From an optimization exercise on the open Yosys and OpenROAD flow, aimed at a short achievable clock period and few clock cycles; shortcuts taken in it are not production practice.
Where RTL was checked, it was by simulation tests only, not by an equivalence proof against the original.
The flow treats the clock pin as an ideal source, which a real chip does not have.
Power figures rest on the tool's default switching activity, not on a simulated workload.

Design mipsSystem, start of the top module:
module mipsSystem(rst, clk, imem_addr, imem_rdata, dmem_we, dmem_addr, dmem_wdata, dmem_rdata, wb_en, wb_reg, wb_data);
==> flow/config.mk <==
export PLATFORM = sky130hd
export DESIGN_NAME = mipsSystem
export DESIGN_NICKNAME = mipsSystem
export VERILOG_FILES = /design/flow/design.v
export SDC_FILE = /design/flow/constraint.sdc
export NUM_CORES = 8
export LEC_CHECK = 0
export CAP_MARGIN = 20
export CORE_MARGIN = 2
export CORE_UTILIZATION = 40
export PLACE_DENSITY = 0.6
export SLEW_MARGIN = 20
==> flow/constraint.sdc <==
create_clock -name core_clock -period 11.0 [get_ports {clk}]
set_input_delay 2.2000 -clock core_clock [delete_from_list [all_inputs] [get_ports {clk}]]
set_output_delay 2.2000 -clock core_clock [all_outputs]
set_load 0.01 [all_outputs]
standard.sh (not shown) runs the stock make flow with config.mk's settings and CLKGATE_MAP_FILE= SYNTH_SCRIPT=/design/flow/synth_recipe.tcl, a recipe that flattens the netlist after the stock synthesis.
==> flow/flow/run.sh <==
#!/bin/bash
# Standard ORFS layout with two changes to how it is made (the SDC is unchanged):
#  - no extraction of full/half adder cells in synthesis (ADDER_MAP_FILE empty),
#    so that ABC maps the adders for speed;
#  - timing repair aimed at a setup margin well above the 11 ns clock, so that
#    repair keeps improving paths that already meet it.
set -euo pipefail
MARGIN=${MARGIN:-7.5}
bash standard.sh ADDER_MAP_FILE= SETUP_SLACK_MARGIN=$MARGIN ABC_CLOCK_PERIOD_IN_PS=3000 finish > flow_make.log 2>&1
The first run completed without violations.
Change:
--- a/flow/flow/run.sh
+++ b/flow/flow/run.sh
@@ -7,3 +7,3 @@
 set -euo pipefail
 MARGIN=${MARGIN:-7.5}
-bash standard.sh ADDER_MAP_FILE= SETUP_SLACK_MARGIN=$MARGIN ABC_CLOCK_PERIOD_IN_PS=3000 finish > flow_make.log 2>&1
+bash standard.sh SETUP_SLACK_MARGIN=$MARGIN ABC_CLOCK_PERIOD_IN_PS=3000 finish > flow_make.log 2>&1
After rerunning: The changed run finished with timing, DRC and antenna clean. Count of clock-buffer cells in the layout came out higher by 11. Worst setup slack improves by 0.11 ns. Power came out lower by a few percent. Cell count came out lower by roughly a tenth. Synthesized cell count came out lower by about a fifth. Non-clock buffer count came out lower by 167. Routed wire length came out lower by about a fifth. Area after synthesis came out lower by a few percent. Worst hold slack improves by 0.0052 ns.
No functional check of the RTL was part of any run of this note.

---

run A:
mipsSystem, a different RTL version from the one above (not shown whole).
Size in the first run: ~9300 cells after synthesis.
==> flow/config.mk <==
export PLATFORM = sky130hd
export DESIGN_NAME = mipsSystem
export DESIGN_NICKNAME = mipsSystem
export VERILOG_FILES = /design/flow/design.v
export SDC_FILE = /design/flow/constraint.sdc
export NUM_CORES = 8
export LEC_CHECK = 0
export CAP_MARGIN = 20
export CORE_MARGIN = 2
export CORE_UTILIZATION = 40
export CTS_CLUSTER_DIAMETER = 60
export CTS_CLUSTER_SIZE = 40
export PLACE_DENSITY = 0.6
export SLEW_MARGIN = 20
==> flow/constraint.sdc <==
create_clock -name core_clock -period 11.0 [get_ports {clk}]
set_input_delay 2.2000 -clock core_clock [delete_from_list [all_inputs] [get_ports {clk}]]
set_output_delay 2.2000 -clock core_clock [all_outputs]
set_load 0.01 [all_outputs]
==> flow/flow/run.sh <==
#!/bin/bash
# Standard ORFS layout with these changes to how it is made (the SDC is unchanged):
#  - synthesis is the standard flow's, but ABC maps with flow/abc.script (a delay-driven
#    mapping), and no full/half adder cells are extracted (ADDER_MAP_FILE empty);
#  - timing repair aimed at a setup margin well above the 11 ns clock, so that
#    repair keeps improving paths that already meet it;
#  - repair may resize cells to other footprints (MATCH_CELL_FOOTPRINT 0);
#  - before CTS, flow/pre_cts.tcl puts output registers next to their pins;
#  - after CTS, flow/post_cts.tcl strengthens the output port buffers and runs
#    more repair, and flow/post_grt.tcl repairs again after global routing.
set -euo pipefail
MARGIN=${MARGIN:-7.5}
export MY_ABC_SCRIPT=$PWD/flow/abc.script
bash standard.sh ADDER_MAP_FILE= SETUP_SLACK_MARGIN=$MARGIN MATCH_CELL_FOOTPRINT=0 \
  SYNTH_SCRIPT=$PWD/flow/synth.tcl PRE_CTS_TCL=$PWD/flow/pre_cts.tcl POST_CTS_TCL=$PWD/flow/post_cts.tcl POST_GLOBAL_ROUTE_TCL=$PWD/flow/post_grt.tcl finish > flow_make.log 2>&1
==> flow/flow/post_cts.tcl <==
# Run after ORFS's own CTS-stage repair (POST_CTS_TCL hook). Constraints are
# the design's; the output delays are relaxed only while one repair pass runs
# (so that it works on the register-to-register paths), and put back before
# anything is written. Output port buffers are moved next to the registers that
# drive them and made strong, and those registers get their strongest size.
estimate_parasitics -placement
set blk [ord::get_db_block]
foreach bterm [$blk getBTerms] {
  if {[$bterm getIoType] != "OUTPUT"} continue
  set buf ""
  foreach it [[$bterm getNet] getITerms] { if {[$it isOutputSignal]} { set buf [$it getInst] } }
  if {$buf == ""} continue
  set in_net ""
  foreach it [$buf getITerms] { if {[$it isInputSignal]} { set in_net [$it getNet] } }
  if {$in_net == ""} continue
  set ff ""
  foreach it [$in_net getITerms] { if {[$it isOutputSignal]} { set ff [$it getInst] } }
  if {$ff == ""} continue
  set loc [$ff getLocation]
  $buf setLocation [lindex $loc 0] [lindex $loc 1]
  replace_cell [$buf getName] sky130_fd_sc_hd__buf_8
  set m [[$ff getMaster] getName]
  if {[regsub {_[0-9]+$} $m {_4} m4] && $m4 != $m && [llength [get_lib_cells -quiet */$m4]]} { replace_cell [$ff getName] $m4 }
}
detailed_placement
estimate_parasitics -placement
set outs [all_outputs]
set_output_delay 0.5 -clock core_clock $outs
repair_timing -setup -setup_margin 7.9 -repair_tns 100

set_output_delay 2.2 -clock core_clock $outs
repair_timing -setup -setup_margin 7.6 -repair_tns 100
detailed_placement
check_placement -verbose
estimate_parasitics -placement
puts "post_cts: worst setup slack [worst_slack -max]"
==> flow/flow/pre_cts.tcl <==
# Before CTS: each output port's register and buffer (but imem_addr's) go next
# to the pin.
set blk [ord::get_db_block]
set core [$blk getCoreArea]
set cx0 [$core xMin]; set cy0 [$core yMin]; set cx1 [$core xMax]; set cy1 [$core yMax]
foreach bterm [$blk getBTerms] {
  if {[$bterm getIoType] != "OUTPUT"} continue
  # imem_addr's registers stay where placement put them: their inputs are
  # the critical next-pc logic
  if {[string match "imem_addr*" [$bterm getName]]} continue
  set buf ""
  foreach it [[$bterm getNet] getITerms] { if {[$it isOutputSignal]} { set buf [$it getInst] } }
  if {$buf == ""} continue
  set in_net ""
  foreach it [$buf getITerms] { if {[$it isInputSignal]} { set in_net [$it getNet] } }
  if {$in_net == ""} continue
  set ff ""
  foreach it [$in_net getITerms] { if {[$it isOutputSignal]} { set ff [$it getInst] } }
  if {$ff == ""} continue
  set bb [$bterm getBBox]
  set x [expr {([$bb xMin] + [$bb xMax]) / 2}]
  set y [expr {([$bb yMin] + [$bb yMax]) / 2}]
  set x [expr {max($cx0, min($cx1 - 20000, $x))}]
  set y [expr {max($cy0, min($cy1 - 5440, $y))}]
  $ff setLocation $x $y
  $buf setLocation $x $y
}
detailed_placement
Other scripts of this flow, unchanged in this note and not shown: flow/flow/abc.script, flow/flow/post_grt.tcl, flow/flow/synth.tcl
Testbench counts of run A, summed over its fixed seeds: cycles 139,596.
Changes in run B relative to run A:
Settings: changing CTS_CLUSTER_SIZE from 40 to 25; changing CTS_CLUSTER_DIAMETER from 60 to 80.
-- flow/flow/post_cts.tcl --
<<< run A, line 3
# (so that it works on the register-to-register paths), and put back before
# anything is written. Output port buffers are moved next to the registers that
# drive them and made strong, and those registers get their strongest size.
estimate_parasitics -placement
set blk [ord::get_db_block]
foreach bterm [$blk getBTerms] {
  if {[$bterm getIoType] != "OUTPUT"} continue
>>> run B, line 3
# (so that it works on the register-to-register paths), and put back before
# anything is written. Output port buffers are moved next to the registers that
# drive them, and each such register and buffer pair gets the sizes that time
# best (and is then left alone by repair).
estimate_parasitics -placement
set blk [ord::get_db_block]
set out_pairs {}
foreach bterm [$blk getBTerms] {
  if {[$bterm getIoType] != "OUTPUT"} continue
<<< run A, line 19
  set loc [$ff getLocation]
  $buf setLocation [lindex $loc 0] [lindex $loc 1]
  replace_cell [$buf getName] sky130_fd_sc_hd__buf_8
  set m [[$ff getMaster] getName]
  if {[regsub {_[0-9]+$} $m {_4} m4] && $m4 != $m && [llength [get_lib_cells -quiet */$m4]]} { replace_cell [$ff getName] $m4 }
}
detailed_placement
>>> run B, line 21
  set loc [$ff getLocation]
  $buf setLocation [lindex $loc 0] [lindex $loc 1]
  lappend out_pairs [list [$bterm getName] [$ff getName] [$buf getName]]
}
detailed_placement
estimate_parasitics -placement

# Size each output's register and buffer together: the pair with the best
# slack at the port.
foreach pr $out_pairs {
  lassign $pr port ffn bufn
  set base [get_property [get_lib_cells -of_objects [get_cells $ffn]] name]
  regsub {_[0-9]+$} $base {} fam
  set best_s -1e9; set best {}
  foreach fsz {1 2 4} {
    if {![llength [get_lib_cells -quiet */${fam}_$fsz]]} continue
    replace_cell $ffn ${fam}_$fsz
    foreach bsz {4 6 8 12} {
      replace_cell $bufn sky130_fd_sc_hd__buf_$bsz
      set sl [get_property [get_ports $port] slack_max]
      if {$sl > $best_s} { set best_s $sl; set best [list ${fam}_$fsz sky130_fd_sc_hd__buf_$bsz] }
    }
  }
  replace_cell $ffn [lindex $best 0]
  replace_cell $bufn [lindex $best 1]
  set_dont_touch [get_cells $ffn]
  set_dont_touch [get_cells $bufn]
}
detailed_placement
==> comparison <==
FAIL run B @ global routing: tool exited with error. Synthesized area: run B vs run A identical. Run B -> run A: post-place setup slack delta 0, exact match. Fraction of the yosys area taken by sequential cells: run A vs run B identical. Reported for run B and run A, initial standard-cell utilization of the core turned out identical to the last digit. Going from run A to run B, total nets after synthesis ~0 delta, synthesized instance count ~0 delta.
#### Input delta (run C over run B)
-- flow/flow/post_cts.tcl --
<<< run B, line 4
# anything is written. Output port buffers are moved next to the registers that
# drive them, and each such register and buffer pair gets the sizes that time
# best (and is then left alone by repair).
estimate_parasitics -placement
set blk [ord::get_db_block]
set out_pairs {}
foreach bterm [$blk getBTerms] {
  if {[$bterm getIoType] != "OUTPUT"} continue
>>> run C, line 4
# anything is written. Output port buffers are moved next to the registers that
# drive them, and each such register and buffer pair gets the sizes that time
# best (and is left alone by the repair passes here).
estimate_parasitics -placement
set blk [ord::get_db_block]
set out_pairs {}
set sized {}
foreach bterm [$blk getBTerms] {
  if {[$bterm getIoType] != "OUTPUT"} continue
<<< run B, line 44
  replace_cell $ffn [lindex $best 0]
  replace_cell $bufn [lindex $best 1]
  set_dont_touch [get_cells $ffn]
  set_dont_touch [get_cells $bufn]
}
detailed_placement
estimate_parasitics -placement
set outs [all_outputs]
set_output_delay 0.5 -clock core_clock $outs
>>> run C, line 45
  replace_cell $ffn [lindex $best 0]
  replace_cell $bufn [lindex $best 1]
  lappend sized $ffn $bufn
}
detailed_placement
estimate_parasitics -placement
set_dont_touch [get_cells $sized]
set outs [all_outputs]
set_output_delay 0.5 -clock core_clock $outs
<<< run B, line 55
set_output_delay 2.2 -clock core_clock $outs
repair_timing -setup -setup_margin 7.6 -repair_tns 100
detailed_placement
check_placement -verbose
>>> run C, line 56
set_output_delay 2.2 -clock core_clock $outs
repair_timing -setup -setup_margin 7.6 -repair_tns 100
unset_dont_touch [get_cells $sized]
detailed_placement
check_placement -verbose
-- flow/flow/pre_cts.tcl --
<<< run B, line 1
# Before CTS: each output port's register and buffer (but imem_addr's) go next
# to the pin.
set blk [ord::get_db_block]
set core [$blk getCoreArea]
>>> run C, line 1
# Before CTS: each output port's register and buffer go next to the pin.
set blk [ord::get_db_block]
set core [$blk getCoreArea]
<<< run B, line 6
foreach bterm [$blk getBTerms] {
  if {[$bterm getIoType] != "OUTPUT"} continue
  # imem_addr's registers stay where placement put them: their inputs are
  # the critical next-pc logic
  if {[string match "imem_addr*" [$bterm getName]]} continue
  set buf ""
  foreach it [[$bterm getNet] getITerms] { if {[$it isOutputSignal]} { set buf [$it getInst] } }
>>> run C, line 5
foreach bterm [$blk getBTerms] {
  if {[$bterm getIoType] != "OUTPUT"} continue
  set buf ""
  foreach it [[$bterm getNet] getITerms] { if {[$it isOutputSignal]} { set buf [$it getInst] } }
==> comparison <==
Run C: all stages complete, timing, DRC and antenna checks passed
Diff run C..run B | synthesized flop and latch total | unchanged
On placer congestion estimate, run B tracks run C almost exactly.
Run B -> run C: cell area after placement flat
As far as post-synthesis async set-or-reset flop share goes, run C and run B are indistinguishable; the numbers are identical.
Taking run B as the reference, in run C total clock sinks now sits at about the same level; simple-gate share of the synthesized area barely changed; multiplexer share of the synthesized area shows no meaningful change.
Run B -> run C: total nets after synthesis delta 0, exact match
Reported for run B and run C, synthesized area per cell turned out identical to the last digit.
Comparing run B against run C, there is no change at all in count of mapped cells out of synthesis.
## Diff of input files: run D against run C
-- flow/flow/post_cts.tcl --
<<< run C, line 4
# anything is written. Output port buffers are moved next to the registers that
# drive them, and each such register and buffer pair gets the sizes that time
# best (and is left alone by the repair passes here).
estimate_parasitics -placement
set blk [ord::get_db_block]
set out_pairs {}
set sized {}
foreach bterm [$blk getBTerms] {
  if {[$bterm getIoType] != "OUTPUT"} continue
>>> run D, line 4
# anything is written. Output port buffers are moved next to the registers that
# drive them, and each such register and buffer pair gets the sizes that time
# best (and is then left alone by repair).
estimate_parasitics -placement
set blk [ord::get_db_block]
set out_pairs {}
foreach bterm [$blk getBTerms] {
  if {[$bterm getIoType] != "OUTPUT"} continue
<<< run C, line 45
  replace_cell $ffn [lindex $best 0]
  replace_cell $bufn [lindex $best 1]
  lappend sized $ffn $bufn
}
detailed_placement
estimate_parasitics -placement
set_dont_touch [get_cells $sized]
set outs [all_outputs]
set_output_delay 0.5 -clock core_clock $outs
>>> run D, line 44
  replace_cell $ffn [lindex $best 0]
  replace_cell $bufn [lindex $best 1]
  set_dont_touch [get_cells $ffn]
  set_dont_touch [get_cells $bufn]
}
detailed_placement
estimate_parasitics -placement
set outs [all_outputs]
set_output_delay 0.5 -clock core_clock $outs
<<< run C, line 56
set_output_delay 2.2 -clock core_clock $outs
repair_timing -setup -setup_margin 7.6 -repair_tns 100
unset_dont_touch [get_cells $sized]
detailed_placement
check_placement -verbose
>>> run D, line 55
set_output_delay 2.2 -clock core_clock $outs
repair_timing -setup -setup_margin 7.6 -repair_tns 100
detailed_placement
check_placement -verbose
Findings:
Status: run D FAILED at global routing (tool error)
The minimum setup slack after placement on run C is in line with that on run D.
Run C → run D: die boundary width flat; number of synthesized flops with an enable pin flat; sum of net half-perimeters after detailed placement flat; part of the Yosys area used for sequential elements flat; number of nets produced by synthesis flat.
Count of buffers inserted at the top-level ports: run D vs run C identical
The area after synthesis on run C is in line with that on run D.

==> static timing again, ports no longer ideal <==
The flow's constraints put no driver on any port. The routed layouts listed below were extracted and timed again, unchanged, in two steps.
Step 1: set_driving_cell puts a clkbuf_16 on clk and a buf_2 on each other input, an assumption about the parent block.
Step 2, shift: input delay + t, output delay - t, t = (earliest + latest rising clock arrival at the registers) / 2. This alone moves slack from input paths to output paths.
Slacks: ideal ports / drivers / drivers and shift; pairs: ideal ports / drivers.
| run | shift t [ns] | setup slack, ns | hold WS [ns] | cell pins on the clock port's net |
|---|---|---|---|---|
| the first run of note 1 | 0.877 | 6.435 / 6.435 / 5.593 | 0.362 / 0.362 / 0.362 | 1 |
| the second run of note 1 | 0.860 | 6.545 / 6.545 / 5.931 | 0.367 / 0.367 / 0.367 | 1 |
| run A | 0.986 | 7.386 / 7.281 / 6.802 | 0.356 / 0.356 / 0.356 | 1 |
| run C | 0.941 | 7.434 / 7.360 / 6.556 | 0.355 / 0.355 / 0.355 | 1 |
After both steps setup and hold are still met in every run listed. The setup slack of run C, which loses most, moves by -0.074 ns with the drivers and by -0.878 ns with both steps.
